Background: an optimization exercise with open tools, aiming at small area, a short achievable clock period and few clock cycles. Do not read the settings as production practice. No functional check of the RTL was part of any run shown here. Power figures rest on the tool's default switching activity, not on a simulated workload.

==> flow/design.v <==
`timescale 1ns / 1ps
module SimpleCPU(clk, rst, data_fromRAM, wrEn, addr_toRAM, data_toRAM);
input clk, rst;
input wire [31:0] data_fromRAM;
output wire wrEn;
output wire [9:0] addr_toRAM;
output wire [31:0] data_toRAM;
localparam ADD = 3'd0, NAND = 3'd1, SRL = 3'd2, LT = 3'd3,
           CP  = 3'd4, CPI  = 3'd5, BZJ = 3'd6, MUL = 3'd7;
localparam S_FW  = 3'd0,   
           S_DEC = 3'd1,   
           S_G1  = 3'd2,
           S_G2  = 3'd3,
           S_G3  = 3'd4,
           S_EX  = 3'd5,   
           S_M   = 3'd6,   
           S_BT  = 3'd7;   
reg [2:0]  state;
reg [9:0]  pc;
reg [9:0]  addr;
reg        wr;
reg [2:0]  op;
reg        im;
reg [9:0]  fa;
reg [31:0] r1, r2;
reg [4:0]  cnt;
reg        first, sleft, sodd, sbig, bt2;
wire [31:0] d = data_fromRAM;
assign wrEn       = wr & ~rst;
assign addr_toRAM = addr;
assign data_toRAM = r2;
wire [9:0] pc1 = pc + 10'd1;
reg  [1:0]  xsel;    
reg         xand;    
reg         xneg;
reg  [2:0]  ysel;    
reg         cin;
reg  [31:0] ax, ay;
always @(*) begin
	case (xsel)
	2'd0: ax = 32'd0;
	2'd1: ax = d;
	2'd2: ax = {d[30:0], 1'b0};
	default: ax = {18'd0, d[13:0]};
	endcase
	if (xand) ax = ax & r2;
	if (xneg) ax = ~ax;
	case (ysel)
	3'd1: ay = r2;
	3'd2: ay = {r2[29:0], 2'b00};
	3'd3: ay = {1'b0, r2[31:1]};
	3'd4: ay = {2'b00, r2[31:2]};
	default: ay = 32'd0;
	endcase
end
wire [33:0] asum0 = {1'b0, ax, 1'b1} + {1'b0, ay, cin};
wire [32:0] asum = asum0[33:1];
wire [2:0] bd = r1[31:29];
wire booth_zero = (bd == 3'b000) || (bd == 3'b111);
wire booth_two  = (bd == 3'b011) || (bd == 3'b100);
wire booth_neg  = bd[2] && !booth_zero;
function [4:0] srl_cnt(input [5:0] n);
	srl_cnt = {1'b0, n[4:1]} + {4'd0, n[0] & ~n[5]};
endfunction
localparam R_HOLD = 2'd0, R_SUM = 2'd1, R_LT = 2'd2;
reg [1:0]  r2sel;
reg [2:0]  state_n;
reg        wr_n;
reg        r1_ld_d, r1_ld_imm, r1_b14, r1_shift;
reg [4:0]  cnt_n;
reg        first_n, sleft_n, sodd_n, sbig_n, bt2_n;
reg        a_A, a_B, a_pc1, a_pc, a_sum;
reg [9:0]  addr_n;
wire dec_big = |d[13:6];
wire g2_big  = |d[31:6];
wire g2_short = ~|d[31:15];
wire dop_is_mul = (d[31:29] == MUL);
wire [4:0] g2_cnt = g2_big ? 5'd0 : srl_cnt(d[5:0]);
wire is_alu = (op == ADD) || (op == NAND) || (op == LT);
always @(*) begin
	state_n   = state;
	wr_n      = 1'b0;
	r1_ld_d   = 1'b0;
	r1_ld_imm = 1'b0;
	r1_b14    = 1'b0;
	r1_shift  = 1'b0;
	cnt_n     = cnt;
	first_n   = first;
	sleft_n   = sleft;
	sodd_n    = sodd;
	sbig_n    = sbig;
	bt2_n     = bt2;
	a_A       = 1'b0;
	a_B       = 1'b0;
	a_pc1     = 1'b0;
	a_pc      = 1'b0;
	a_sum     = 1'b0;
	xsel      = 2'd1;
	xneg      = 1'b0;
	xand      = 1'b0;
	ysel      = 3'd0;
	cin       = 1'b0;
	r2sel     = R_HOLD;
	case (state)
	S_FW: state_n = S_DEC;
	S_DEC: begin
		xsel      = 2'd3;
		r2sel     = R_SUM;
		r1_ld_imm = 1'b1;
		first_n   = 1'b1;
		sleft_n   = d[5];
		sodd_n    = d[0];
		sbig_n    = dec_big;
		cnt_n     = dop_is_mul ? 5'd7 : (dec_big ? 5'd0 : srl_cnt(d[5:0]));
		if (wr && addr == pc) begin
			a_pc    = 1'b1;
			state_n = S_FW;
		end else if (d[28] && d[31:29] == CP) begin
			a_pc1   = 1'b1;
			state_n = S_EX;
		end else begin
			a_A     = d[28] && d[31:29] != CPI;
			a_B     = !(d[28] && d[31:29] != CPI);
			state_n = S_G1;
		end
	end
	S_G1: begin
		state_n = S_G2;
		if (im && is_alu) begin
			a_pc1   = 1'b1;
			state_n = S_EX;
		end else if (im && (op == MUL || op == SRL)) begin
			a_pc1   = (cnt == 5'd0);
			state_n = S_M;
		end else if (op == CP) begin
			a_pc1   = 1'b1;
			state_n = S_EX;
		end else if (op == BZJ && !im) begin
			a_pc1   = 1'b1;
		end
	end
	S_G2: begin
		state_n = S_EX;
		case (op)
		ADD, NAND, LT: begin
			r2sel = R_SUM;
			a_pc1 = 1'b1;
		end
		MUL: begin
			r1_ld_d   = !g2_short;
			r1_ld_imm = g2_short;
			r1_b14    = 1'b1;
			cnt_n     = g2_short ? 5'd7 : 5'd15;
			state_n   = S_M;
		end
		SRL: begin
			sleft_n = d[5];
			sodd_n  = d[0];
			sbig_n  = g2_big;
			cnt_n   = g2_cnt;
			a_pc1   = (g2_cnt == 5'd0);
			state_n = S_M;
		end
		CPI: if (im) begin
			r2sel = R_SUM;
			a_pc1 = 1'b1;
		end else begin
			a_B     = 1'b1;
			state_n = S_G3;
		end
		BZJ: if (im) begin
			ysel    = 3'd1;
			a_sum   = 1'b1;
			state_n = S_FW;
		end else if (d != 32'd0) begin
			state_n = S_DEC;
		end else begin
			bt2_n   = 1'b0;
			state_n = S_BT;
		end
		default: ;
		endcase
	end
	S_G3: begin
		a_pc1   = 1'b1;
		state_n = S_EX;
	end
	S_EX: begin
		wr_n    = 1'b1;
		state_n = S_DEC;
		case (op)
		ADD: begin
			ysel  = 3'd1;
			r2sel = R_SUM;
		end
		LT: begin
			xneg  = 1'b1;
			ysel  = 3'd1;
			r2sel = R_LT;
		end
		NAND: begin
			xand  = 1'b1;
			xneg  = 1'b1;
			r2sel = R_SUM;
		end
		CP:   if (!im) r2sel = R_SUM;
		CPI:  if (im) a_B = 1'b1; else r2sel = R_SUM;
		default: ;
		endcase
	end
	S_M: begin
		first_n = 1'b0;
		if (op == MUL) begin
			xsel     = booth_zero ? 2'd0 : (booth_two ? 2'd2 : 2'd1);
			xneg     = booth_neg;
			cin      = booth_neg;
			ysel     = first ? 3'd0 : 3'd2;
			r1_shift = 1'b1;
			r2sel    = R_SUM;
		end else if (sbig) begin
			xsel  = 2'd0;
			r2sel = R_SUM;
		end else if (first) begin
			xsel  = (sleft && sodd) ? 2'd2 : 2'd1;
			r2sel = R_SUM;
		end else begin
			xsel   = 2'd0;
			ysel   = sleft ? 3'd2 : (sodd ? 3'd3 : 3'd4);
			r2sel  = R_SUM;
			sodd_n = 1'b0;
		end
		cnt_n = cnt - 5'd1;
		a_pc1 = (cnt == 5'd1);
		if (cnt == 5'd0) begin
			wr_n    = 1'b1;
			state_n = S_DEC;
		end
	end
	S_BT: begin
		bt2_n = 1'b1;
		if (bt2) begin
			a_B     = 1'b1;
			state_n = S_FW;
		end
	end
	endcase
	if (rst) begin
		state_n = S_FW;
		wr_n    = 1'b0;
	end
	addr_n = ({10{a_A}}   & d[23:14])
	       | ({10{a_B}}   & d[9:0])
	       | ({10{a_pc1}} & pc1)
	       | ({10{a_pc}}  & pc)
	       | ({10{a_sum}} & asum[9:0])
	       | ({10{!(a_A || a_B || a_pc1 || a_pc || a_sum)}} & fa);
	if (rst) addr_n = 10'd0;
end
always @(posedge clk) begin
	state <= state_n;
	addr  <= addr_n;
	if (rst || a_pc1 || a_sum || (state == S_BT && bt2)) pc <= addr_n;
	wr    <= wr_n;
	cnt   <= cnt_n;
	first <= first_n;
	sleft <= sleft_n;
	sodd  <= sodd_n;
	sbig  <= sbig_n;
	bt2   <= bt2_n;
	if (state == S_DEC) begin
		op <= d[31:29];
		im <= d[28];
		fa <= d[23:14];
	end
	if (r1_ld_imm)     r1 <= {1'b0, d[14] & r1_b14, d[13:0], 16'd0};
	else if (r1_ld_d)  r1 <= d;
	else if (r1_shift) r1 <= {r1[29:0], 2'b00};
	case (r2sel)
	R_SUM:  r2 <= asum[31:0];
	R_LT:   r2 <= {31'd0, asum[32]};
	default: ;
	endcase
end
endmodule
==> flow/flow/run.sh <==
#!/bin/bash
# Standard ORFS layout, with repair_timing aiming past the clock period the
# SDC states so that the achieved period gets as short as the design allows.
set -euo pipefail
export SETUP_SLACK_MARGIN=5.6
bash standard.sh > standard.log 2>&1
==> flow/standard.sh <==
#!/bin/bash
# synth_recipe.tcl (not shown) runs the flow's synth.tcl, then flattens the netlist and writes it again
# the make line also repeats each setting of config.mk as NAME=value (left out here)
make -C /OpenROAD-flow-scripts/flow DESIGN_CONFIG=/design/flow/config.mk WORK_HOME=/design/flow/orfs CLKGATE_MAP_FILE= SYNTH_SCRIPT=/design/flow/synth_recipe.tcl "${@:-finish}"
==> flow/config.mk <==
export PLATFORM = sky130hd
export DESIGN_NAME = SimpleCPU
export DESIGN_NICKNAME = SimpleCPU
export VERILOG_FILES = /design/flow/design.v
export SDC_FILE = /design/flow/constraint.sdc
export NUM_CORES = 4
export LEC_CHECK = 0
export CAP_MARGIN = 20
export CORE_MARGIN = 2
export CORE_UTILIZATION = 40
export SLEW_MARGIN = 20
==> flow/constraint.sdc <==
create_clock -name core_clock -period 10.0 [get_ports {clk}]
set_input_delay 2.0000 -clock core_clock [delete_from_list [all_inputs] [get_ports {clk}]]
set_output_delay 2.0000 -clock core_clock [all_outputs]
set_load 0.01 [all_outputs]
==> flow_metrics.env, run 1 <==
export IMPL_run_status="finished clean"
export IMPL_worst_endpoint_arrival_ns=4.53
export IMPL_num_antenna_cells=0
export IMPL_syn_area_mm2=0.00911
export IMPL_post_synth_num_cell_types=82
export IMPL_antenna_violating_nets_left=0
export IMPL_ys_async_sr_fraction=0
export IMPL_global_route_peak_usage_layer="met2"
export IMPL_p_switching_mw=1.01
export IMPL_max_cap_viol_count=0
export IMPL_min_path_type="reg2reg"
export IMPL_dieWidth_um=155
export IMPL_timing_final_hold_violations=0
export IMPL_globalRouteTotalUtil=0.254
export IMPL_synth_avg_cell_area_um2=8.67
export IMPL_synthFlopType="edfxtp_1"
export IMPL_design_portCount=77
export IMPL_clock_sinks=112
export IMPL_die_h_um=155
export IMPL_root_driver="clkbuf_16"
export IMPL_timing_hold_worst_path_depth=2
export IMPL_holdCritStartpoint="r1[10]"
export IMPL_minimum_hold_slack_ns=0.479
export IMPL_synthesis_nets=1127
export IMPL_p_sw_frac=0.412
export IMPL_yosysSeqAreaShare=0.335
export IMPL_die_area_mm2=0.0240
export IMPL_clock_skew_final_ns=0.0150
export IMPL_synth_enable_flop_cells=81
export IMPL_hold_path_end="r1[12]"
export IMPL_floorplan_initialDensity=0.405
export IMPL_max_clock_freq_ghz=0.227
export IMPL_fp_coreArea_mm2=0.0225
export IMPL_wl_mm=30.9
export IMPL_power_report_internal_total_mw=1.44
export IMPL_residual_drc=0
export IMPL_timing_max_slew_rel_slack=0.347
export IMPL_share_comb_of_total_power=0.477
export IMPL_reg2reg_path_depth=18
export IMPL_timing_worst_setup_path_type="in2reg"
export IMPL_slew_viol_final=0
export IMPL_hpwlAfterDp_mm=20.8
export IMPL_start_kind="input port"
export IMPL_grt_start_max_net_pins=49
export IMPL_pre_cts_worst_setup_slack_ns=4.23
export IMPL_rows=55
export IMPL_power_density_mw_per_mm2=219
export IMPL_grt_antenna_before_repair=0
export IMPL_clkSlewWorstSetupHoldPaths_ns=0.08
export IMPL_groute_layer_met1_usage=0.353
export IMPL_regToRegStartpoint="state[0]"
export IMPL_gr_usage_met2=0.404
export IMPL_setup_repair_after_global_routing_missed_its_margin="yes"
export IMPL_final_nets=1223
export IMPL_avgViaCountPerCell=6.27
export IMPL_io_buffer_count=76
export IMPL_p_seq_frac=0.364
export IMPL_dr_total_vias=9011
export IMPL_rr_endpoint="r2[20]"
export IMPL_clkLatencyLatePin_ns=0.37
export IMPL_clock_tree_htree_level_count=3
export IMPL_synthesis_yosys_warnings=1
export IMPL_final_area_mm2=0.0112
export IMPL_clock_tree_buffer_depth=2
export IMPL_cts_buffers_inserted=9
export IMPL_routedWlPerCell_um=21.5
export IMPL_gp_congestion=0.887
export IMPL_setup_violations_final=0
export IMPL_worstPathRequired_ns=10.12
export IMPL_grt_met3_usage=0.0340
export IMPL_yosys_register_bits=112
export IMPL_pwr_share_clk=0.159
export IMPL_first_iter_violations=915
export IMPL_area_delta_synth_final_pct=22.7
export IMPL_drt_pre_antenna_iters=10
export IMPL_postSynthCellCount=1051
export IMPL_grt_pass1_vias=8524
export IMPL_grt_pass1_wl_mm=48.0
export IMPL_timing_worst_slew_pin_value_ns=0.966
export IMPL_timing_reg2reg_setup_slack_ns=5.67
export IMPL_layout_worst_path_cycle_share=0.441
export IMPL_crit_fanout=6
export IMPL_worst_setup_path_end_kind="flop"
export IMPL_setup_tns_ns=0
export IMPL_fraction_of_layout_instances_using_a_drive_strength_above_1=0.186
export IMPL_placed_area_mm2=0.0101
export IMPL_ir_drop_v=0.0000905
export IMPL_final_critical_path_setup_slack_ns=5.59
export IMPL_cts_tree="built"
export IMPL_p_leak_nw=4.50
export IMPL_grt_ovfl_total=0
export IMPL_final_core_util=0.497
export IMPL_period_minus_slack_ns=4.41
stage by stage:
step | std cells | power [mW]
3_3_place_gp | 1355 | 1.92
3_5_place_dp | 1355 | 1.92
2_1_floorplan | 1051 | 1.54
6_report | 1437 | 2.45
5_1_grt | 1437 | 2.60
4_1_cts | 1415 | 2.37
flip-flops by register name, indices dropped and copies added (netlist names):
| name | cells |
|---|---|
| wr | 1 |
| state | 3 |
| addr | 10 |
| pc | 10 |
| sodd | 1 |
| first | 1 |
| r2 | 32 |
| op | 3 |
| fa | 10 |
| cnt | 5 |
| r1 | 32 |
| sbig | 1 |
| sleft | 1 |
| im | 1 |
| bt2 | 1 |
critical path: stages:
cell	delay (ns)
buf_4	0.17
a22o_1	0.16
o21ai_0	0.10
xnor2_1	0.16
ha_1	0.23
a21o_1	0.19
a21o_1	0.15
a221o_2	0.45
a31oi_4	0.25
a21boi_2	0.10
o41ai_2	0.22
mux2_2	0.36
area by class of cell:
class / instances / area, µm²
multi-input cells: 851 / 6000
clock inverters: 7 / 77.6
clock buffers: 9 / 225
flip-flops and latches: 112 / 3060
well taps: 285 / 357
fillers: 2152 / 11300
inverters: 19 / 71.3
repair buffers: 154 / 1390
kinds of logic (layout without fill, tap and decap cells):
| logic type | count (synthesis) | in the layout | synth area share |
|---|---|---|---|
| adders and majority gates | 42 | 42 | 0.0601 |
| and+or+nand+nor | 381 | 381 | 0.203 |
| AOI/OAI and AO/OA | 330 | 331 | 0.261 |
| buffers and inverters | 89 | 189 | 0.0434 |
| xor gates and xnor gates | 74 | 74 | 0.0711 |
| DFF | 112 | 112 | 0.335 |
| muxes | 23 | 23 | 0.0262 |
worst max-delay path by stage:
stage                           startpoint     end  cells after the start  slack (ns)
final                      data_fromRAM[7]  r2[20]                     12        5.59
after global routing       data_fromRAM[9]  r2[20]                     12        5.48
after global placement            state[1]  r2[31]                     15        4.32
after CTS                 data_fromRAM[24]  r2[31]                     12        5.43
after floorplan            data_fromRAM[9]  r2[20]                     11        5.41
after detailed placement          state[1]  r2[31]                     15        4.23
metal layers:
layer / vias up / wire length (µm)
met4: 0 / 1100
met2: 389 / 14000
met5: - / 0
met1: 4385 / 13500
met3: 53 / 2280
li1: 4184 / -
cell usage in the layout, fill, tap and decap left out, types with 31 or more instances in the layout:
master and instances:
a22o_1 36, buf_4 77, xnor2_1 47, a21oi_1 35, edfxtp_1 81, o21ai_0 79
ha_1 31, nor2_1 72, nand2_1 155, a222oi_1 32, clkdlybuf4s50_1 43
Yosys cell counts (all sizes together) (4+ instances only):
| cell type | count | area [µm²] |
|---|---|---|
| a211o | 4 | 35.0 |
| a211oi | 8 | 60.1 |
| a21boi | 5 | 37.5 |
| a21o | 18 | 136 |
| a21oi | 40 | 200 |
| a221o | 7 | 70.1 |
| a221oi | 4 | 35.0 |
| a222oi | 32 | 320 |
| a22o | 38 | 335 |
| a22oi | 7 | 57.6 |
| a311oi | 15 | 131 |
| a31oi | 19 | 134 |
| and2 | 6 | 37.5 |
| and3 | 7 | 43.8 |
| and4 | 5 | 45.0 |
| buf | 17 | 115 |
| clkbuf | 53 | 209 |
| dfxtp | 31 | 621 |
| edfxtp | 81 | 2430 |
| ha | 39 | 488 |
| inv | 19 | 71.3 |
| mux2 | 7 | 78.8 |
| mux2i | 16 | 160 |
| nand2 | 159 | 599 |
| nand2b | 10 | 62.6 |
| nand3 | 20 | 100 |
| nand4 | 14 | 87.6 |
| nor2 | 76 | 293 |
| nor2b | 23 | 144 |
| nor3 | 23 | 126 |
| nor3b | 4 | 30.0 |
| nor4 | 10 | 62.6 |
| o211a | 4 | 40.0 |
| o211ai | 9 | 72.6 |
| o21ai | 87 | 435 |
| o21bai | 6 | 45.0 |
| xnor2 | 48 | 420 |
| xor2 | 26 | 228 |
timing repair:
item / 4_1_cts / 5_1_grt
hold buffers: 0 / 0
hold endpoints to repair: 0 / 0
gates cloned: 1 / 0
buffers inserted: 43 / 22
gates resized for setup: 184 / 65
setup endpoints to repair: 67 / 40
pin swaps: 39 / 41
power groups by stage:
stage	clock, mW	combinational (mW)	sequential, mW
global placement	0	1.01	0.907
finish	0.389	1.17	0.891
floorplan	0	0.681	0.855
detailed placement	0	1.01	0.907
global route	0.411	1.27	0.910
CTS	0.395	1.09	0.890
==> run 2: changes to the inputs <==
==> flow/flow/run.sh (replaced) <==
#!/bin/bash
# Standard ORFS layout, with repair_timing aiming past the clock period the
# SDC states so that the achieved period gets as short as the design allows.
set -euo pipefail
export SETUP_SLACK_MARGIN=5.8
bash standard.sh > standard.log 2>&1
==> run 2 against run 1 <==
- still clean on timing, DRC and antenna
- count of clock-buffer cells in the layout grew 1
- utilization is 1.7 points higher
- first-iteration DRC count rose by 2.6%
- via count increased by 0.20%
- critical endpoint is now r2[24]
- highest routed layer unchanged
==> flow_metrics.env, run 2 <==
export IMPL_run_status="finished clean"
export IMPL_clock_tree_buffer_depth=2
export IMPL_setup_violations_final=0
export IMPL_drt_pre_antenna_iters=9
export IMPL_die_area_mm2=0.0240
export IMPL_setup_repair_after_global_routing_missed_its_margin="yes"
export IMPL_clkLatencyLatePin_ns=0.37
export IMPL_critical_path_slowest_cell="ha_1"
export IMPL_timing_worst_slew_pin_value_ns=0.920
export IMPL_synth_enable_flop_cells=81
export IMPL_fin_total_pwr_mw=2.48
export IMPL_final_nets=1228
export IMPL_clkSlewWorstSetupHoldPaths_ns=0.09
export IMPL_clock_tree_htree_level_count=3
export IMPL_avgViaCountPerCell=6.26
export IMPL_critical_path_most_common_cell="buf_4"
export IMPL_critical_path_top_delay_family="compound AO/OA/AOI/OAI gates"
export IMPL_synthesis_yosys_warnings=1
export IMPL_yosys_register_bits=112
export IMPL_synth_cells_most_frequent="nand2_1 (158), o21ai_0 (85), edfxtp_1 (81)"
export IMPL_power_density_mw_per_mm2=214
export IMPL_crit_fanout=6
export IMPL_most_common_cell_after_layout_fill_and_taps_aside="nand2_1"
export IMPL_worst_endpoint_arrival_ns=4.57
export IMPL_minimum_hold_slack_ns=0.479
export IMPL_synth_top_cell_area_share=0.267
export IMPL_final_area_mm2=0.0116
export IMPL_cts_tree="built"
export IMPL_num_antenna_cells=0
export IMPL_root_driver="clkbuf_16"
export IMPL_grt_pass1_vias=8724
export IMPL_design_portCount=77
export IMPL_grt_antenna_before_repair=0
export IMPL_synthesis_nets=1127
export IMPL_clock_sinks=112
export IMPL_nFillCells=2061
export IMPL_post_place_cells=1356
export IMPL_layout_worst_path_cycle_share=0.444
export IMPL_post_synth_num_cell_types=82
export IMPL_antenna_violating_nets_left=0
export IMPL_ys_async_sr_fraction=0
export IMPL_finalNonFillerCells=1442
export IMPL_min_path_type="reg2reg"
export IMPL_dr_total_vias=9029
export IMPL_grt_start_max_net_pins=49
export IMPL_ir_drop_v=0.0000928
export IMPL_grt_ovfl_total=0
export IMPL_io_buffer_count=76
export IMPL_start_kind="input port"
export IMPL_yosys_cell_count_top_type="nand2_1"
export IMPL_hpwlAfterDp_mm=21.1
export IMPL_max_cap_viol_count=0
export IMPL_first_iter_violations=939
export IMPL_critical_path_buf_inv_count=3
export IMPL_cts_buffers_inserted=9
export IMPL_residual_drc=0
export IMPL_p_leak_nw=4.61
export IMPL_worst_path_largest_cell_delay_ns=0.37
export IMPL_most_common_layout_cells="nand2_1 (153), edfxtp_1 (81), buf_4 (77)"
export IMPL_final_critical_path_setup_slack_ns=5.56
export IMPL_max_clock_freq_ghz=0.225
export IMPL_worstPathRequired_ns=10.13
export IMPL_fraction_of_layout_instances_using_a_drive_strength_above_1=0.223
export IMPL_cp_cell_sequence="buf_4 > a22o_1 > o21ai_0 > xnor2_1 > ha_1 > buf_4 > buf_4 > a31oi_1 > a21oi_1 > a211oi_2 > a22oi_2 > a31oi_1 > mux2_2"
export IMPL_yosysSeqAreaShare=0.335
export IMPL_globalRouteTotalUtil=0.263
export IMPL_worst_setup_path_end_kind="flop"
export IMPL_timing_final_hold_violations=0
export IMPL_final_core_util=0.514
export IMPL_die_h_um=155
export IMPL_synth_avg_cell_area_um2=8.67
export IMPL_postSynthCellCount=1051
export IMPL_area_delta_synth_final_pct=26.8
export IMPL_largestRegisters="r1: 32 flops, r2: 32 flops"
export IMPL_fp_coreArea_mm2=0.0225
export IMPL_rows=55
export IMPL_syn_area_mm2=0.00911
export IMPL_floorplan_initialDensity=0.405
export IMPL_yosys_area_top_type="edfxtp_1"
export IMPL_clock_skew_final_ns=0.0162
export IMPL_slew_viol_final=0
export IMPL_setup_tns_ns=0
export IMPL_synthFlopType="edfxtp_1"
export IMPL_wl_mm=32.1
export IMPL_timing_max_slew_rel_slack=0.378
export IMPL_gp_congestion=0.873
export IMPL_synth_area_leaders="edfxtp_1 (27%), dfxtp_1 (6.8%), nand2_1 (6.5%)"
export IMPL_placed_area_mm2=0.0101
export IMPL_dieWidth_um=155
export IMPL_timing_worst_setup_path_type="in2reg"
export IMPL_grt_pass1_wl_mm=49.6
export IMPL_pre_cts_worst_setup_slack_ns=4.33
export IMPL_period_minus_slack_ns=4.44
export IMPL_routedWlPerCell_um=22.2
## run 2: cell counts after synthesis
No cell type changed its count.
## run 2: routing by layer
metal	track usage	vias up	part of all wire
li1	-	4193	-
met1	0.364	4353	0.43
met2	0.423	421	0.46
met3	0.0396	62	0.077
met4	0.0891	0	0.033
met5	0	-	0
## run 2: worst paths after layout
path / slack [ns] / startpoint / end / cells past startpoint
worst max-delay path: 5.56 / data_fromRAM[16] / r2[24] / 13
worst max register to register: 5.72 / state[0] / r2[24] / 18
worst min-delay path: 0.48 / r1[13] / r1[15] / 2
worst min register to register: 0.48 / r1[13] / r1[15] / 2
## run 2: layout make-up
type | instances | area (µm²) | area share
Timing Repair Buffer | 160 | 1530 | 0.132
Tap cell | 285 | 357 | 0.0309
Multi-Input combinational cell | 850 | 6260 | 0.542
Clock inverter | 6 | 42.5 | 0.00368
Inverter | 19 | 71.3 | 0.00617
Clock buffer | 10 | 229 | 0.0198
Sequential cell | 112 | 3060 | 0.265
## run 2: kinds of logic after synthesis
family                   count (synthesis)  share of synthesized area
AO/OA/AOI/OAI                          330                      0.261
buffers and inverters                   89                     0.0434
AND/OR/NAND/NOR                        381                      0.203
XOR/XNOR                                74                     0.0711
adder cells (fa/ha/maj)                 42                     0.0601
flip-flops                             112                      0.335
multiplexers                            23                     0.0262
## run 2: worst min-delay path: stages (launching register included)
cell and delay (ns):
dfxtp_1 0.31, nand2_1 0.05, a311oi_1 0.07
## run 2: what timing repair did
item                                    in CTS  in global routing
gates cloned                                 1                  1
pin swaps                                   52                 61
resized for setup                          230                107
hold buffers                                 0                  0
endpoints found under the setup margin      73                 42
buffers inserted                            41                 27
## run 2: report_power, final
group | internal, mW | total (mW) | switching, mW
clock | 0.172 | 0.360 | 0.188
combinational | 0.559 | 1.22 | 0.663
sequential | 0.709 | 0.897 | 0.189
total | 1.44 | 2.48 | 1.04
==> run 3: changes to the inputs <==
==> flow/flow/run.sh (replaced) <==
#!/bin/bash
# Standard ORFS layout, with repair_timing aiming past the clock period the
# SDC states so that the achieved period gets as short as the design allows,
# and plain buffers on the ports.
set -euo pipefail
export SETUP_SLACK_MARGIN=5.6
export BUFFER_PORTS_ARGS="-buffer_cell sky130_fd_sc_hd__buf_2"
bash standard.sh > standard.log 2>&1
==> run 3 against run 2 <==
- utilization down 3.6 points
- global-route usage down 1.2 points
- first-iteration DRC count rose by 5.4%
- power fell by 5.4%
- sequential share of layout area is 2.0 points higher
- area after synthesis did not move
- clock skew down 0.0063 ns
- non-clock buffer count decreased by 23
- die area did not move
- worst hold slack worse by 0.0058 ns
- via count decreased by 0.99%
- cell area decreased by 6.9%
- critical endpoint is now r2[28]
- largest cell class unchanged
- highest routed layer unchanged
==> flow_metrics.env, run 3 <==
export IMPL_final_nets=1208
export IMPL_worst_endpoint_arrival_ns=4.60
export IMPL_clkLatencyLatePin_ns=0.36
export IMPL_yosys_area_top_type="edfxtp_1"
export IMPL_most_common_cell_after_layout_fill_and_taps_aside="nand2_1"
export IMPL_reg2reg_path_depth=16
export IMPL_fp_coreArea_mm2=0.0225
export IMPL_crit_fanout=7
export IMPL_max_clock_freq_ghz=0.223
export IMPL_grt_start_max_net_pins=49
export IMPL_setup_violations_final=0
export IMPL_synthesis_nets=1127
export IMPL_clock_tree_htree_level_count=3
export IMPL_fraction_of_layout_instances_using_a_drive_strength_above_1=0.207
export IMPL_root_driver="clkbuf_16"
export IMPL_clkSlewWorstSetupHoldPaths_ns=0.08
export IMPL_clock_tree_buffer_depth=2
export IMPL_placed_area_mm2=0.00967
export IMPL_holdCritStartpoint="r1[13]"
export IMPL_nFillCells=2137
export IMPL_start_kind="input port"
export IMPL_critical_path_top_delay_family="compound AO/OA/AOI/OAI gates"
export IMPL_grt_pass1_wl_mm=47.4
export IMPL_avgViaCountPerCell=6.29
export IMPL_design_portCount=77
export IMPL_dieWidth_um=155
export IMPL_setup_tns_ns=0
export IMPL_drt_pre_antenna_iters=8
export IMPL_cts_buffers_inserted=9
export IMPL_timing_max_slew_rel_slack=0.395
export IMPL_timing_reg2reg_setup_slack_ns=5.65
export IMPL_worstPathRequired_ns=10.12
export IMPL_regToRegStartpoint="op[0]"
export IMPL_residual_drc=0
export IMPL_hpwlAfterDp_mm=20.5
export IMPL_timing_hold_worst_path_depth=2
export IMPL_num_antenna_cells=0
export IMPL_routedWlPerCell_um=21.6
export IMPL_post_place_cells=1352
export IMPL_slew_viol_final=0
export IMPL_yosys_cell_count_top_type="nand2_1"
export IMPL_antenna_violating_nets_left=0
export IMPL_timing_worst_slew_pin_value_ns=0.895
export IMPL_syn_area_mm2=0.00911
export IMPL_min_path_type="reg2reg"
export IMPL_hold_path_end="r1[15]"
export IMPL_yosysSeqAreaShare=0.335
export IMPL_area_delta_synth_final_pct=18.0
export IMPL_grt_antenna_before_repair=0
export IMPL_critical_path_buf_inv_count=1
export IMPL_p_leak_nw=4.37
export IMPL_clock_skew_final_ns=0.00995
export IMPL_die_area_mm2=0.0240
export IMPL_synth_avg_cell_area_um2=8.67
export IMPL_synth_enable_flop_cells=81
export IMPL_period_minus_slack_ns=4.48
export IMPL_worst_setup_path_end_kind="flop"
export IMPL_worst_path_largest_cell_delay_ns=0.45
export IMPL_grt_pass1_vias=8290
export IMPL_dr_total_vias=8940
export IMPL_ys_async_sr_fraction=0
export IMPL_timing_worst_setup_path_type="in2reg"
export IMPL_synth_top_cell_area_share=0.267
export IMPL_rows=55
export IMPL_largestRegisters="r1: 32 flops, r2: 32 flops"
export IMPL_grt_ovfl_total=0
export IMPL_wl_mm=30.7
export IMPL_globalRouteTotalUtil=0.251
export IMPL_synth_area_leaders="edfxtp_1 (27%), dfxtp_1 (6.8%), nand2_1 (6.5%)"
export IMPL_io_buffer_count=76
export IMPL_clock_sinks=112
export IMPL_rr_endpoint="r2[28]"
export IMPL_max_cap_viol_count=0
export IMPL_synthesis_yosys_warnings=1
export IMPL_critical_path_slowest_cell="o41a_1"
export IMPL_gp_congestion=0.897
export IMPL_yosys_register_bits=112
export IMPL_cp_num_cells=12
export IMPL_timing_final_hold_violations=0
export IMPL_post_synth_num_cell_types=82
export IMPL_power_density_mw_per_mm2=218
export IMPL_most_common_layout_cells="nand2_1 (154), edfxtp_1 (81), o21ai_0 (79)"
export IMPL_finalNonFillerCells=1422
export IMPL_run_status="finished clean"
export IMPL_floorplan_initialDensity=0.405
export IMPL_first_iter_violations=990
export IMPL_cp_cell_sequence="buf_6 > a22o_1 > o21ai_2 > xnor2_1 > ha_1 > nand2_1 > o41a_1 > o211ai_2 > nand3_1 > a22oi_2 > a31o_2 > mux2_2"
export IMPL_cts_tree="built"
export IMPL_synth_cells_most_frequent="nand2_1 (158), o21ai_0 (85), edfxtp_1 (81)"
export IMPL_synthFlopType="edfxtp_1"
export IMPL_postSynthCellCount=1051
export IMPL_cts_hold_buffers=0
export IMPL_ir_drop_v=0.000114
export IMPL_final_area_mm2=0.0108
export IMPL_setup_repair_after_global_routing_missed_its_margin="yes"
export IMPL_layout_worst_path_cycle_share=0.448
export IMPL_die_h_um=155
==> run 3: cell counts after synthesis <==
No cell type changed its count.
==> run 3: worst max-delay path by stage <==
stage               slack (ns)        startpoint  endpoint
finish                    5.52   data_fromRAM[1]    r2[28]
global route              5.43  data_fromRAM[15]    r2[28]
CTS                       5.56   data_fromRAM[9]    r2[24]
detailed placement        3.84          state[1]    r2[28]
global placement          4.02          state[1]    r2[28]
floorplan                 5.41   data_fromRAM[9]    r2[20]
==> run 3: cell families (layout without fill, tap and decap cells) <==
family / count (synthesis) / in the layout / share of synthesized area
AND/OR/NAND/NOR: 381 / 383 / 0.203
AO/OA/AOI/OAI: 330 / 331 / 0.261
flip-flops: 112 / 112 / 0.335
buffers and inverters: 89 / 172 / 0.0434
XOR/XNOR: 74 / 74 / 0.0711
adder cells (fa/ha/maj): 42 / 42 / 0.0601
multiplexers: 23 / 23 / 0.0262
==> run 3: what timing repair did <==
item                                    4_1_cts  5_1_grt
pin swaps                                    24       35
resized for setup                            48       47
endpoints found under the setup margin       53       33
buffers inserted                             37       14
cloned                                        2        1
==> run 3: area by class of cell <==
class,instances,area (µm²),area share
repair buffers,137,976,0.0908
well taps,285,357,0.0332
inverters,19,71.3,0.00663
flip-flops and latches,112,3060,0.285
clock inverters,5,33.8,0.00314
multi-input cells,853,5980,0.556
clock buffers,11,275,0.0256
==> run 3: routing by layer <==
| metal | up-vias | global-route usage | share of wire |
|---|---|---|---|
| li1 | 4156 | - | - |
| met1 | 4313 | 0.349 | 0.44 |
| met2 | 408 | 0.397 | 0.45 |
| met3 | 63 | 0.0326 | 0.066 |
| met4 | 0 | 0.101 | 0.036 |
| met5 | - | 0 | 0 |
==> run 3: where the power goes <==
part / total, mW / internal (mW) / switching (mW)
registers: 0.898 / 0.709 / 0.189
logic: 1.06 / 0.443 / 0.620
clock network: 0.383 / 0.201 / 0.182
total: 2.34 / 1.35 / 0.991
==> run 3: worst reg2reg max path: stages, from the launching register on <==
cell,delay (ns)
edfxtp_1,0.41
and3_1,0.31
a2111oi_0,0.09
a211o_2,0.35
a211oi_4,0.24
buf_4,0.20
buf_4,0.13
a22o_1,0.11
o21ai_0,0.12
xnor2_1,0.18
ha_1,0.36
a21o_1,0.23
a221o_1,0.42
a211oi_2,0.28
a22oi_2,0.13
a31o_2,0.29
mux2_2,0.26
==> run 3: stage by stage <==
stage / hold WS [ns] / setup slack, ns / power [mW] / util
floorplan: 0.442 / 5.41 / 1.54 / -
finish: 0.474 / 5.52 / 2.34 / 0.478
CTS: 0.478 / 5.56 / 2.28 / 0.465
detailed placement: 0.460 / 3.84 / 1.85 / 0.430
global placement: 0.459 / 4.02 / 1.84 / 0.430
global route: 0.495 / 5.43 / 2.50 / 0.478
==> run 4: changes to the inputs <==
--- a/flow/flow/run.sh
+++ b/flow/flow/run.sh
@@ -5,4 +5,4 @@
 set -euo pipefail
 export SETUP_SLACK_MARGIN=5.6
-export BUFFER_PORTS_ARGS="-buffer_cell sky130_fd_sc_hd__buf_2"
+export BUFFER_PORTS_ARGS="-buffer_cell sky130_fd_sc_hd__buf_1"
 bash standard.sh > standard.log 2>&1
==> run 4 against run 3 <==
- largest cell class unchanged
- sequential power up 1%
- non-clock buffer count up 17
- largest power group unchanged
- still clean on timing, DRC and antenna
- utilization up 0.59 points
==> flow_metrics.env, run 4 <==
export IMPL_finalNonFillerCells=1437
export IMPL_design_portCount=77
export IMPL_yosys_cell_count_top_type="nand2_1"
export IMPL_syn_area_mm2=0.00911
export IMPL_first_iter_violations=920
export IMPL_worst_endpoint_arrival_ns=4.65
export IMPL_reg2reg_path_depth=16
export IMPL_post_synth_num_cell_types=82
export IMPL_avgViaCountPerCell=6.25
export IMPL_num_antenna_cells=0
export IMPL_setup_repair_after_global_routing_missed_its_margin="yes"
export IMPL_fp_coreArea_mm2=0.0225
export IMPL_wl_mm=31.0
export IMPL_post_place_cells=1358
export IMPL_globalRouteTotalUtil=0.253
export IMPL_timing_hold_worst_path_depth=2
export IMPL_p_switching_mw=1.01
export IMPL_synthesis_yosys_warnings=1
export IMPL_start_kind="input port"
export IMPL_postSynthCellCount=1051
export IMPL_share_comb_of_total_power=0.455
export IMPL_p_sw_frac=0.429
export IMPL_worstPathRequired_ns=10.12
export IMPL_io_buffer_count=76
export IMPL_ys_async_sr_fraction=0
export IMPL_yosys_register_bits=112
export IMPL_clock_tree_htree_level_count=3
export IMPL_timing_worst_setup_path_type="in2reg"
export IMPL_grt_start_max_net_pins=49
export IMPL_ir_drop_v=0.0000981
export IMPL_layout_worst_path_cycle_share=0.453
export IMPL_clkSlewWorstSetupHoldPaths_ns=0.08
export IMPL_p_leak_nw=4.32
export IMPL_die_h_um=155
export IMPL_cts_tree="built"
export IMPL_final_nets=1224
export IMPL_fraction_of_layout_instances_using_a_drive_strength_above_1=0.181
export IMPL_die_area_mm2=0.0240
export IMPL_grt_pass1_wl_mm=47.4
export IMPL_yosys_area_top_type="edfxtp_1"
export IMPL_timing_final_hold_violations=0
export IMPL_dieWidth_um=155
export IMPL_clock_tree_buffer_depth=2
export IMPL_rows=55
export IMPL_synth_enable_flop_cells=81
export IMPL_period_minus_slack_ns=4.53
export IMPL_synthFlopType="edfxtp_1"
export IMPL_hpwlAfterDp_mm=20.6
export IMPL_cts_buffers_inserted=9
export IMPL_setup_violations_final=0
export IMPL_drt_pre_antenna_iters=8
export IMPL_setup_tns_ns=0
export IMPL_timing_worst_slew_pin_value_ns=1.05
export IMPL_dr_total_vias=8985
export IMPL_power_density_mw_per_mm2=216
export IMPL_pwr_share_clk=0.159
export IMPL_worst_setup_path_end_kind="flop"
export IMPL_timing_max_slew_rel_slack=0.288
export IMPL_residual_drc=0
export IMPL_synth_avg_cell_area_um2=8.67
export IMPL_slew_viol_final=0
export IMPL_synth_area_leaders="edfxtp_1 (27%), dfxtp_1 (6.8%), nand2_1 (6.5%)"
export IMPL_grt_ovfl_total=0
export IMPL_most_common_layout_cells="nand2_1 (153), edfxtp_1 (81), nor2_1 (74)"
export IMPL_yosysSeqAreaShare=0.335
export IMPL_synth_top_cell_area_share=0.267
export IMPL_most_common_cell_after_layout_fill_and_taps_aside="nand2_1"
export IMPL_max_clock_freq_ghz=0.221
export IMPL_grt_antenna_before_repair=0
export IMPL_clock_sinks=112
export IMPL_grt_pass1_vias=8251
export IMPL_floorplan_initialDensity=0.405
export IMPL_routedWlPerCell_um=21.6
export IMPL_power_report_internal_total_mw=1.34
export IMPL_p_seq_frac=0.386
export IMPL_synthesis_nets=1127
export IMPL_synth_cells_most_frequent="nand2_1 (158), o21ai_0 (85), edfxtp_1 (81)"
export IMPL_area_delta_synth_final_pct=19.5
export IMPL_clock_skew_final_ns=0.0126
export IMPL_clkLatencyLatePin_ns=0.37
export IMPL_min_path_type="reg2reg"
export IMPL_root_driver="clkbuf_16"
export IMPL_gp_congestion=0.900
export IMPL_run_status="finished clean"
export IMPL_crit_fanout=6
export IMPL_cts_hold_buffers=0
export IMPL_largestRegisters="r1: 32 flops, r2: 32 flops"
export IMPL_antenna_violating_nets_left=0
export IMPL_max_cap_viol_count=0
==> run 4: through the flow <==
| stage | area [µm²] | hold WS, ns | setup WS, ns | power (mW) | util |
|---|---|---|---|---|---|
| 2_1_floorplan | 9150 | 0.442 | 5.41 | 1.54 | - |
| 3_3_place_gp | 9620 | 0.459 | 4.30 | 1.83 | 0.427 |
| 3_5_place_dp | 9620 | 0.466 | 4.20 | 1.84 | 0.427 |
| 4_1_cts | 10400 | 0.475 | 5.54 | 2.26 | 0.462 |
| 5_1_grt | 10900 | 0.508 | 5.45 | 2.50 | 0.484 |
| 6_report | 10900 | 0.475 | 5.47 | 2.35 | 0.484 |
==> run 4: power by group through the flow <==
stage / Sequential, mW / Combinational [mW] / Clock, mW
6_report: 0.907 / 1.07 / 0.372
5_1_grt: 0.924 / 1.18 / 0.394
4_1_cts: 0.896 / 0.992 / 0.377
3_5_place_dp: 0.910 / 0.926 / 0
3_3_place_gp: 0.907 / 0.920 / 0
2_1_floorplan: 0.855 / 0.681 / 0
==> run 4: timing repair <==
item,CTS,global route
resized for setup,75,71
buffers inserted,34,27
pin swaps,29,58
cloned,2,1
setup endpoints to repair,62,27
hold endpoints to repair,0,0
==> run 4: routing by layer <==
layer / GRT usage / wire [µm] / vias up
met5: 0 / 0 / -
met2: 0.401 / 14500 / 440
li1: - / - / 4182
met4: 0.0966 / 885 / 0
met3: 0.0401 / 2390 / 57
met1: 0.347 / 13300 / 4306
==> run 4: layout make-up <==
type / count / area (µm²)
inverter: 19 / 71.3
sequential: 112 / 3060
fill: 2147 / 11600
clock buffer: 11 / 264
multi-input combinational: 852 / 6020
clock inverter: 4 / 26.3
tap: 285 / 357
timing repair buffer: 154 / 1090
==> run 4: worst paths after layout <==
check	slack, ns	start	end
max	5.47	data_fromRAM[7]	r2[20]
min	0.48	r1[13]	r1[15]
max reg2reg	5.57	op[1]	r2[20]
min reg2reg	0.48	r1[13]	r1[15]
==> run 4: cells by family after synthesis <==
group | count (synthesis) | share of synthesized area
XOR/XNOR | 74 | 0.0711
buffers and inverters | 89 | 0.0434
AND/OR/NAND/NOR | 381 | 0.203
multiplexers | 23 | 0.0262
adder cells (fa/ha/maj) | 42 | 0.0601
flip-flops | 112 | 0.335
AO/OA/AOI/OAI | 330 | 0.261
==> run 4: worst max-delay path, cell delays in order <==
cell and delay [ns]:
buf_6 0.13, a22o_1 0.17, o21ai_0 0.12, xnor2_1 0.17, ha_2 0.19, a21o_1 0.19
a21o_1 0.15, a221o_1 0.40, a31oi_2 0.28, a21boi_2 0.10, o41ai_2 0.36, mux2_2 0.37
==> run 5: changes to the inputs <==
--- a/flow/design.v
+++ b/flow/design.v
@@ -56,5 +56,6 @@
 wire [33:0] asum0 = {1'b0, ax, 1'b1} + {1'b0, ay, cin};
 wire [32:0] asum = asum0[33:1];
-wire [2:0] bd = r1[31:29];
+reg        mwin;
+wire [2:0] bd = mwin ? {r1[15:14] & {2{~first}}, r1[13]} : r1[31:29];
 wire booth_zero = (bd == 3'b000) || (bd == 3'b111);
 wire booth_two  = (bd == 3'b011) || (bd == 3'b100);
@@ -67,12 +68,12 @@
 reg [2:0]  state_n;
 reg        wr_n;
-reg        r1_ld_d, r1_ld_imm, r1_b14, r1_shift;
+reg        r1_shift;
 reg [4:0]  cnt_n;
-reg        first_n, sleft_n, sodd_n, sbig_n, bt2_n;
+reg        first_n, sleft_n, sodd_n, sbig_n, bt2_n, mwin_n;
 reg        a_A, a_B, a_pc1, a_pc, a_sum;
 reg [9:0]  addr_n;
 wire dec_big = |d[13:6];
 wire g2_big  = |d[31:6];
-wire g2_short = ~|d[31:15];
+wire g2_short = ~|d[31:14];
 wire dop_is_mul = (d[31:29] == MUL);
 wire [4:0] g2_cnt = g2_big ? 5'd0 : srl_cnt(d[5:0]);
@@ -81,7 +82,4 @@
 	state_n   = state;
 	wr_n      = 1'b0;
-	r1_ld_d   = 1'b0;
-	r1_ld_imm = 1'b0;
-	r1_b14    = 1'b0;
 	r1_shift  = 1'b0;
 	cnt_n     = cnt;
@@ -91,4 +89,5 @@
 	sbig_n    = sbig;
 	bt2_n     = bt2;
+	mwin_n    = mwin;
 	a_A       = 1'b0;
 	a_B       = 1'b0;
@@ -107,5 +106,5 @@
 		xsel      = 2'd3;
 		r2sel     = R_SUM;
-		r1_ld_imm = 1'b1;
+		mwin_n    = 1'b1;
 		first_n   = 1'b1;
 		sleft_n   = d[5];
@@ -138,4 +137,8 @@
 		end else if (op == BZJ && !im) begin
 			a_pc1   = 1'b1;
+		end else if (op == BZJ) begin
+			xsel    = 2'd0;
+			ysel    = 3'd1;
+			a_sum   = 1'b1;
 		end
 	end
@@ -148,9 +151,7 @@
 		end
 		MUL: begin
-			r1_ld_d   = !g2_short;
-			r1_ld_imm = g2_short;
-			r1_b14    = 1'b1;
-			cnt_n     = g2_short ? 5'd7 : 5'd15;
-			state_n   = S_M;
+			mwin_n  = g2_short;
+			cnt_n   = g2_short ? 5'd7 : 5'd15;
+			state_n = S_M;
 		end
 		SRL: begin
@@ -172,5 +173,5 @@
 			ysel    = 3'd1;
 			a_sum   = 1'b1;
-			state_n = S_FW;
+			state_n = (d[9:0] == 10'd0) ? S_DEC : S_FW;
 		end else if (d != 32'd0) begin
 			state_n = S_DEC;
@@ -273,7 +274,7 @@
 		fa <= d[23:14];
 	end
-	if (r1_ld_imm)     r1 <= {1'b0, d[14] & r1_b14, d[13:0], 16'd0};
-	else if (r1_ld_d)  r1 <= d;
-	else if (r1_shift) r1 <= {r1[29:0], 2'b00};
+	if (state == S_DEC || state == S_G2) r1 <= d;
+	else if (r1_shift)                   r1 <= {r1[29:0], 2'b00};
+	mwin  <= mwin_n;
 	case (r2sel)
 	R_SUM:  r2 <= asum[31:0];
==> flow/flow/run.sh (replaced) <==
#!/bin/bash
# Standard ORFS layout, with repair_timing aiming past the clock period the
# SDC states so that the achieved period gets as short as the design allows.
set -euo pipefail
export SETUP_SLACK_MARGIN=5.6
bash standard.sh > standard.log 2>&1
==> run 5 against run 4 <==
- largest cell class unchanged
- clock skew shrank 0.00092 ns
- worst setup slack lost 0.046 ns
- via count grew 2.6%
==> flow_metrics.env, run 5 <==
export IMPL_final_nets=1243
export IMPL_hpwlAfterDp_mm=21.2
export IMPL_num_antenna_cells=0
export IMPL_synthFlopType="edfxtp_1"
export IMPL_period_minus_slack_ns=4.57
export IMPL_fp_coreArea_mm2=0.0227
export IMPL_largestRegisters="r1: 32 flops, r2: 32 flops"
export IMPL_synth_enable_flop_cells=99
export IMPL_final_critical_path_setup_slack_ns=5.43
export IMPL_crit_fanout=8
export IMPL_avgViaCountPerCell=6.29
export IMPL_cts_hold_buffers=0
export IMPL_placed_area_mm2=0.0103
export IMPL_clock_tree_buffer_depth=2
export IMPL_clkLatencyLatePin_ns=0.43
export IMPL_power_density_mw_per_mm2=163
export IMPL_clock_sinks=113
export IMPL_ir_drop_v=0.0000808
export IMPL_yosys_register_bits=113
export IMPL_cts_buffers_inserted=17
export IMPL_final_core_util=0.537
export IMPL_rr_endpoint="r2[28]"
export IMPL_first_iter_violations=915
export IMPL_worst_path_largest_cell_delay_ns=0.35
export IMPL_cp_cell_sequence="clkdlybuf4s18_2 > mux2i_1 > nor3_1 > xnor2_1 > ha_2 > a211oi_1 > o211ai_1 > o2111ai_4 > o2111ai_4 > a31oi_4 > a21boi_2 > mux2_2"
export IMPL_run_status="finished clean"
export IMPL_holdCritStartpoint="r1[0]"
export IMPL_timing_reg2reg_setup_slack_ns=5.45
export IMPL_post_synth_num_cell_types=85
export IMPL_clkSlewWorstSetupHoldPaths_ns=0.07
export IMPL_finalNonFillerCells=1465
export IMPL_setup_tns_ns=0
export IMPL_routedWlPerCell_um=22.3
export IMPL_root_driver="clkbuf_16"
export IMPL_timing_final_hold_violations=0
export IMPL_minimum_hold_slack_ns=0.514
export IMPL_critical_path_most_common_cell="o2111ai_4"
export IMPL_synth_cells_most_frequent="nand2_1 (140), edfxtp_1 (99), nor2_1 (79)"
export IMPL_syn_area_mm2=0.00930
export IMPL_grt_ovfl_total=0
export IMPL_synthesis_yosys_warnings=1
export IMPL_worst_endpoint_arrival_ns=4.76
export IMPL_reg2reg_path_depth=19
export IMPL_io_buffer_count=76
export IMPL_floorplan_initialDensity=0.409
export IMPL_most_common_cell_after_layout_fill_and_taps_aside="nand2_1"
export IMPL_nFillCells=2030
export IMPL_setup_violations_final=0
export IMPL_max_cap_viol_count=0
export IMPL_grt_pass1_wl_mm=50.0
export IMPL_clock_tree_htree_level_count=4
export IMPL_rows=55
export IMPL_p_leak_nw=4.77
export IMPL_pre_cts_worst_setup_slack_ns=4.40
export IMPL_grt_pass1_vias=8717
export IMPL_start_kind="input port"
export IMPL_fraction_of_layout_instances_using_a_drive_strength_above_1=0.238
export IMPL_synth_top_cell_area_share=0.320
export IMPL_dieWidth_um=156
export IMPL_hold_path_end="r1[2]"
export IMPL_die_h_um=156
export IMPL_drt_pre_antenna_iters=6
export IMPL_yosysSeqAreaShare=0.350
export IMPL_max_clock_freq_ghz=0.219
export IMPL_synth_area_leaders="edfxtp_1 (32%), nand2_1 (5.7%), ha_1 (5.5%)"
export IMPL_multi_input_comb_area_mm2=0.00639
export IMPL_layout_worst_path_cycle_share=0.457
export IMPL_timing_max_slew_rel_slack=0.361
export IMPL_antenna_violating_nets_left=0
export IMPL_design_portCount=77
export IMPL_postSynthCellCount=1051
export IMPL_cts_tree="built"
export IMPL_gp_congestion=0.908
export IMPL_yosys_area_top_type="edfxtp_1"
export IMPL_register_area_mm2=0.00326
export IMPL_globalRouteTotalUtil=0.264
export IMPL_slew_viol_final=0
export IMPL_critical_path_slowest_cell="ha_2"
export IMPL_yosys_cell_count_top_type="nand2_1"
export IMPL_min_path_type="reg2reg"
export IMPL_timing_worst_slew_pin_value_ns=0.945
export IMPL_final_area_mm2=0.0122
export IMPL_worstPathRequired_ns=10.18
export IMPL_area_delta_synth_final_pct=31.1
export IMPL_timing_worst_setup_path_type="in2reg"
export IMPL_post_place_cells=1362
export IMPL_wl_mm=32.6
export IMPL_clock_skew_final_ns=0.0116
export IMPL_regToRegStartpoint="mwin"
export IMPL_die_area_mm2=0.0245
export IMPL_synth_avg_cell_area_um2=8.84
export IMPL_residual_drc=0
export IMPL_grt_start_max_net_pins=40
export IMPL_dr_total_vias=9216
export IMPL_timing_hold_worst_path_depth=2
export IMPL_most_common_layout_cells="nand2_1 (138), edfxtp_1 (99), nor2_1 (75)"
export IMPL_worst_setup_path_end_kind="flop"
export IMPL_fin_total_pwr_mw=1.99
export IMPL_grt_antenna_before_repair=0
export IMPL_synthesis_nets=1127
export IMPL_setup_repair_after_global_routing_missed_its_margin="yes"
export IMPL_ys_async_sr_fraction=0
## run 5: cell count changes after synthesis, sizes merged, moves of 13 or more
cell	change
nand2	-18
o21ai	-43
a222oi	-30
and2	+13
a311oi	-15
nor3	+22
a221o	+24
a21oi	+17
nand3	+14
dfxtp	-17
edfxtp	+18
## run 5: worst max path at each step
| stage | start | to | slack, ns | cells after the start |
|---|---|---|---|---|
| floorplan | data_fromRAM[3] | r2[28] | 5.56 | 12 |
| global placement | rst | wrEn | 4.46 | 3 |
| detailed placement | data_fromRAM[3] | r2[28] | 4.40 | 12 |
| CTS | data_fromRAM[4] | r2[28] | 5.60 | 12 |
| global route | mwin | r2[24] | 5.26 | 20 |
| finish | data_fromRAM[9] | r2[28] | 5.43 | 12 |
## run 5: critical path: cells and delay by family
family | cells | cell delay, ns
compound gates | 6 | 1.33
mux | 2 | 0.41
fa+ha+maj | 1 | 0.35
buf+inv | 1 | 0.32
simple gates | 1 | 0.19
xor+xnor | 1 | 0.15
## run 5: kinds of logic after synthesis
logic type	after synthesis	synth area share
adders and majority gates	42	0.0573
DFF	113	0.350
AOI/OAI and AO/OA	297	0.237
xor gates and xnor gates	71	0.0669
buffers and inverters	85	0.0376
muxes	21	0.0236
and+or+nand+nor	422	0.227
## run 5: power breakdown
part | switching (mW) | total [mW] | internal (mW)
logic | 0.358 | 0.632 | 0.275
clock network | 0.236 | 0.625 | 0.389
registers | 0.0957 | 0.731 | 0.636
## run 5: final cells by class
type | count | area share
multi-input combinational | 854 | 0.525
sequential | 113 | 0.268
inverter | 20 | 0.00616
clock inverter | 15 | 0.0138
tap | 285 | 0.0293
timing repair buffer | 161 | 0.123
clock buffer | 17 | 0.0349
## run 5: what timing repair did
item / in CTS / in global routing
cloned: 6 / 3
setup buffers: 42 / 20
gates resized for setup: 181 / 93
pin swaps: 32 / 35
endpoints found under the setup margin: 61 / 36
## run 5: per-layer routing
layer / GRT usage / vias to the layer above / wire length [µm]
met3: 0.0360 / 93 / 2600
met1: 0.361 / 4453 / 13700
met5: 0 / - / 0
met4: 0.113 / 0 / 1390
li1: - / 4215 / -
met2: 0.419 / 455 / 14900
==> run 6: changes to the inputs <==
--- a/flow/design.v
+++ b/flow/design.v
@@ -137,8 +137,4 @@
 		end else if (op == BZJ && !im) begin
 			a_pc1   = 1'b1;
-		end else if (op == BZJ) begin
-			xsel    = 2'd0;
-			ysel    = 3'd1;
-			a_sum   = 1'b1;
 		end
 	end
@@ -173,5 +169,5 @@
 			ysel    = 3'd1;
 			a_sum   = 1'b1;
-			state_n = (d[9:0] == 10'd0) ? S_DEC : S_FW;
+			state_n = S_FW;
 		end else if (d != 32'd0) begin
 			state_n = S_DEC;
==> run 6 against run 5 <==
- still clean
- fmax shrank 2.6%
- synthesized cell count grew 2.1%
- register-to-register slack lost 0.14 ns
- sequential power grew 52%
- worst setup slack lost 0.12 ns
- die area shrank 4.1%
- cell area shrank 0.85%
- area after synthesis shrank 4.2%
- clock power shrank 4.8%
- flip-flop and latch count is the same
- wire length shrank 0.18%
- utilization grew 1.7 points
- critical path type is now reg2reg
- largest cell class unchanged
- largest power group is now combinational logic
- highest routed layer is now met5
==> flow_metrics.env, run 6 <==
export IMPL_worst_setup_path_end_kind="flop"
export IMPL_timing_worst_setup_path_type="reg2reg"
export IMPL_power_density_mw_per_mm2=294
export IMPL_groute_layer_met1_usage=0.382
export IMPL_timing_max_slew_rel_slack=0.579
export IMPL_most_common_layout_cells="nand2_1 (215), edfxtp_1 (99), buf_4 (93)"
export IMPL_avgViaCountPerCell=6.08
export IMPL_clock_tree_buffer_depth=2
export IMPL_final_area_mm2=0.0121
export IMPL_setup_repair_after_global_routing_missed_its_margin="yes"
export IMPL_first_iter_violations=1219
export IMPL_routedWlPerCell_um=21.6
export IMPL_pre_cts_worst_setup_slack_ns=3.98
export IMPL_critical_path_buf_inv_count=2
export IMPL_rows=54
export IMPL_ir_drop_v=0.000140
export IMPL_final_nets=1288
export IMPL_synth_cells_most_frequent="nand2_1 (221), edfxtp_1 (99), nor2_1 (92)"
export IMPL_die_h_um=153
export IMPL_period_minus_slack_ns=4.69
export IMPL_run_status="finished clean"
export IMPL_synth_area_leaders="edfxtp_1 (33%), nand2_1 (9.3%), ha_1 (5.6%)"
export IMPL_root_driver="clkbuf_16"
export IMPL_worst_endpoint_arrival_ns=4.87
export IMPL_cts_tree="built"
export IMPL_floorplan_initialDensity=0.408
export IMPL_syn_area_mm2=0.00891
export IMPL_synthFlopType="edfxtp_1"
export IMPL_worst_path_largest_cell_delay_ns=0.47
export IMPL_design_portCount=77
export IMPL_yosys_cell_count_top_type="nand2_1"
export IMPL_postSynthCellCount=1073
export IMPL_cts_buffers_inserted=17
export IMPL_io_buffer_count=76
export IMPL_synth_avg_cell_area_um2=8.30
export IMPL_die_area_mm2=0.0235
export IMPL_max_clock_freq_ghz=0.213
export IMPL_grt_pass1_vias=8458
export IMPL_grt_antenna_before_repair=1
export IMPL_dieWidth_um=153
export IMPL_crit_fanout=5
export IMPL_most_common_cell_after_layout_fill_and_taps_aside="nand2_1"
export IMPL_worstPathRequired_ns=10.17
export IMPL_clock_tree_htree_level_count=4
export IMPL_synth_enable_flop_cells=99
export IMPL_grt_ovfl_total=0
export IMPL_grt_pass1_wl_mm=49.4
export IMPL_final_critical_path_setup_slack_ns=5.31
export IMPL_residual_drc=0
export IMPL_slew_viol_final=0
export IMPL_clkSlewWorstSetupHoldPaths_ns=0.06
export IMPL_setup_tns_ns=0
export IMPL_timing_final_hold_violations=0
export IMPL_num_antenna_cells=0
export IMPL_fin_total_pwr_mw=3.55
export IMPL_globalRouteTotalUtil=0.266
export IMPL_min_path_type="reg2reg"
export IMPL_hpwlAfterDp_mm=20.6
export IMPL_timing_worst_slew_pin_value_ns=0.630
export IMPL_layout_worst_path_cycle_share=0.469
export IMPL_critical_path_most_common_cell="a21oi_2"
export IMPL_cts_hold_buffers=0
export IMPL_synthesis_nets=1150
export IMPL_start_kind="flop"
export IMPL_gr_usage_met2=0.405
export IMPL_fraction_of_layout_instances_using_a_drive_strength_above_1=0.248
export IMPL_wl_mm=32.5
export IMPL_area_delta_synth_final_pct=35.6
export IMPL_cp_cell_sequence="mux2i_2 > buf_4 > ha_4 > and4b_1 > o21ai_2 > a21oi_4 > or2_4 > buf_6 > nand3_2 > a21oi_2 > xor2_1 > ha_2 > or3_4 > a211o_1 > o211ai_1 > a21oi_2 > a21o_1 > a221oi_2 > mux2_4"
export IMPL_dr_total_vias=9141
export IMPL_yosys_area_top_type="edfxtp_1"
export IMPL_yosys_register_bits=113
export IMPL_post_synth_num_cell_types=69
export IMPL_critical_path_slowest_cell="edfxtp_1"
export IMPL_drt_pre_antenna_iters=8
export IMPL_fp_coreArea_mm2=0.0218
export IMPL_placed_area_mm2=0.0100
export IMPL_global_route_peak_usage_layer="met2"
export IMPL_synthesis_yosys_warnings=1
export IMPL_clock_skew_final_ns=0.00897
export IMPL_grt_start_max_net_pins=38
export IMPL_clkLatencyLatePin_ns=0.42
export IMPL_largestRegisters="r1: 32 flops, r2: 32 flops"
export IMPL_clock_sinks=113
export IMPL_multi_input_comb_area_mm2=0.00613
export IMPL_critical_path_top_delay_family="compound AO/OA/AOI/OAI gates"
export IMPL_setup_violations_final=0
export IMPL_grt_met3_usage=0.0488
export IMPL_synth_top_cell_area_share=0.334
export IMPL_max_cap_viol_count=0
export IMPL_nFillCells=1937
export IMPL_antenna_violating_nets_left=0
export IMPL_gp_congestion=0.911
export IMPL_post_place_cells=1378
export IMPL_register_area_mm2=0.00326
export IMPL_yosysSeqAreaShare=0.365
export IMPL_ys_async_sr_fraction=0
export IMPL_p_leak_nw=4.78
export IMPL_finalNonFillerCells=1504
-- run 6: final cells by class --
cell class / instances / area share
timing repair buffer: 182 / 0.135
inverter: 36 / 0.0112
tap: 280 / 0.0290
clock buffer: 24 / 0.0434
multi-input combinational: 861 / 0.508
clock inverter: 8 / 0.00414
sequential: 113 / 0.270
-- run 6: path summary, 6_finish.rpt --
check,startpoint,to,slack [ns],cells after the start
min,r1[1],r1[3],0.51,2
min reg2reg,r1[1],r1[3],0.51,2
max reg2reg,mwin,r2[25],5.31,19
max,mwin,r2[25],5.31,19
-- run 6: worst register-to-register path, stage by stage, from the launching register on --
cell,delay (ns)
edfxtp_1,0.47
mux2i_2,0.30
buf_4,0.16
ha_4,0.14
and4b_1,0.21
o21ai_2,0.17
a21oi_4,0.10
or2_4,0.29
buf_6,0.14
nand3_2,0.08
a21oi_2,0.06
xor2_1,0.15
ha_2,0.20
or3_4,0.39
a211o_1,0.29
o211ai_1,0.40
a21oi_2,0.13
a21o_1,0.20
a221oi_2,0.25
mux2_4,0.32
-- run 6: cells by family (layout without fill, tap and decap cells) --
| family | Yosys count | after routing | share of synthesized area |
|---|---|---|---|
| and+or+nand+nor | 457 | 460 | 0.231 |
| AOI/OAI and AO/OA | 280 | 280 | 0.219 |
| xor gates and xnor gates | 75 | 75 | 0.0737 |
| buffers and inverters | 102 | 250 | 0.0441 |
| muxes | 3 | 3 | 0.00365 |
| DFF | 113 | 113 | 0.365 |
| adders and majority gates | 43 | 43 | 0.0629 |
-- run 6: timing repair --
| action | in CTS | in global routing |
|---|---|---|
| endpoints found under the hold margin | 0 | 0 |
| buffers inserted | 57 | 34 |
| endpoints found under the setup margin | 62 | 51 |
| gates resized for setup | 188 | 65 |
| pin swaps | 50 | 49 |
| gates cloned | 3 | 0 |
-- run 6: stage by stage --
stage,utilization,hold slack [ns]
6_report,0.554,0.507
5_1_grt,0.554,0.534
4_1_cts,0.524,0.508
3_5_place_dp,0.459,0.499
3_3_place_gp,0.459,0.498
2_1_floorplan,-,0.491
-- run 6: power by group --
group	internal [mW]	switching, mW	total (mW)
clock	0.364	0.231	0.595
sequential	0.854	0.257	1.11
combinational	0.825	1.02	1.85
total	2.04	1.51	3.55
-- run 6: per-layer routing --
| metal | vias to the layer above | routed length, µm |
|---|---|---|
| met5 | - | 11 |
| met4 | 2 | 785 |
| met3 | 59 | 2720 |
| met2 | 476 | 14900 |
| met1 | 4389 | 14200 |
| li1 | 4215 | - |

## re-timing with driven ports
The results above use ideal ports. As a check the final layouts listed here were re-extracted and re-timed, cells and wires unchanged.
Step 1 (the two cells are an assumption about what drives the block):
set clk [get_ports {clk}]
set_driving_cell -lib_cell sky130_fd_sc_hd__clkbuf_16 $clk
set_driving_cell -lib_cell sky130_fd_sc_hd__buf_2 [delete_from_list [all_inputs] $clk]
Step 2 moves the port delays by t, midway between the first and last clock arrival at a register: inputs arrive t later, outputs are due t later. That takes back most of the time a late clock gives input paths.
a / b / c = ideal / step 1 / step 2; a / b = the first two.
| run | t, ns | slack for setup (ns) | worst setup path after step 2 | worst register clock-pin slew, ns |
|---|---|---|---|---|
| run 1 | 0.406 | 5.590 / 5.589 / 5.188 | input to register | 0.09 / 0.09 |
| run 2 | 0.413 | 5.564 / 5.575 / 5.161 | input to register | 0.09 / 0.09 |
| run 3 | 0.406 | 5.518 / 5.533 / 5.126 | input to register | 0.08 / 0.08 |
| run 4 | 0.406 | 5.473 / 5.463 / 5.057 | input to register | 0.08 / 0.08 |
| run 5 | 0.467 | 5.427 / 5.450 / 4.983 | input to register | 0.07 / 0.07 |
| run 6 | 0.463 | 5.307 / 5.307 / 4.942 | input to register | 0.06 / 0.06 |
After both steps every run listed still meets setup and hold. The setup slack of run 5, which loses most, moves by +0.023 ns with the drivers and by -0.444 ns with both steps.
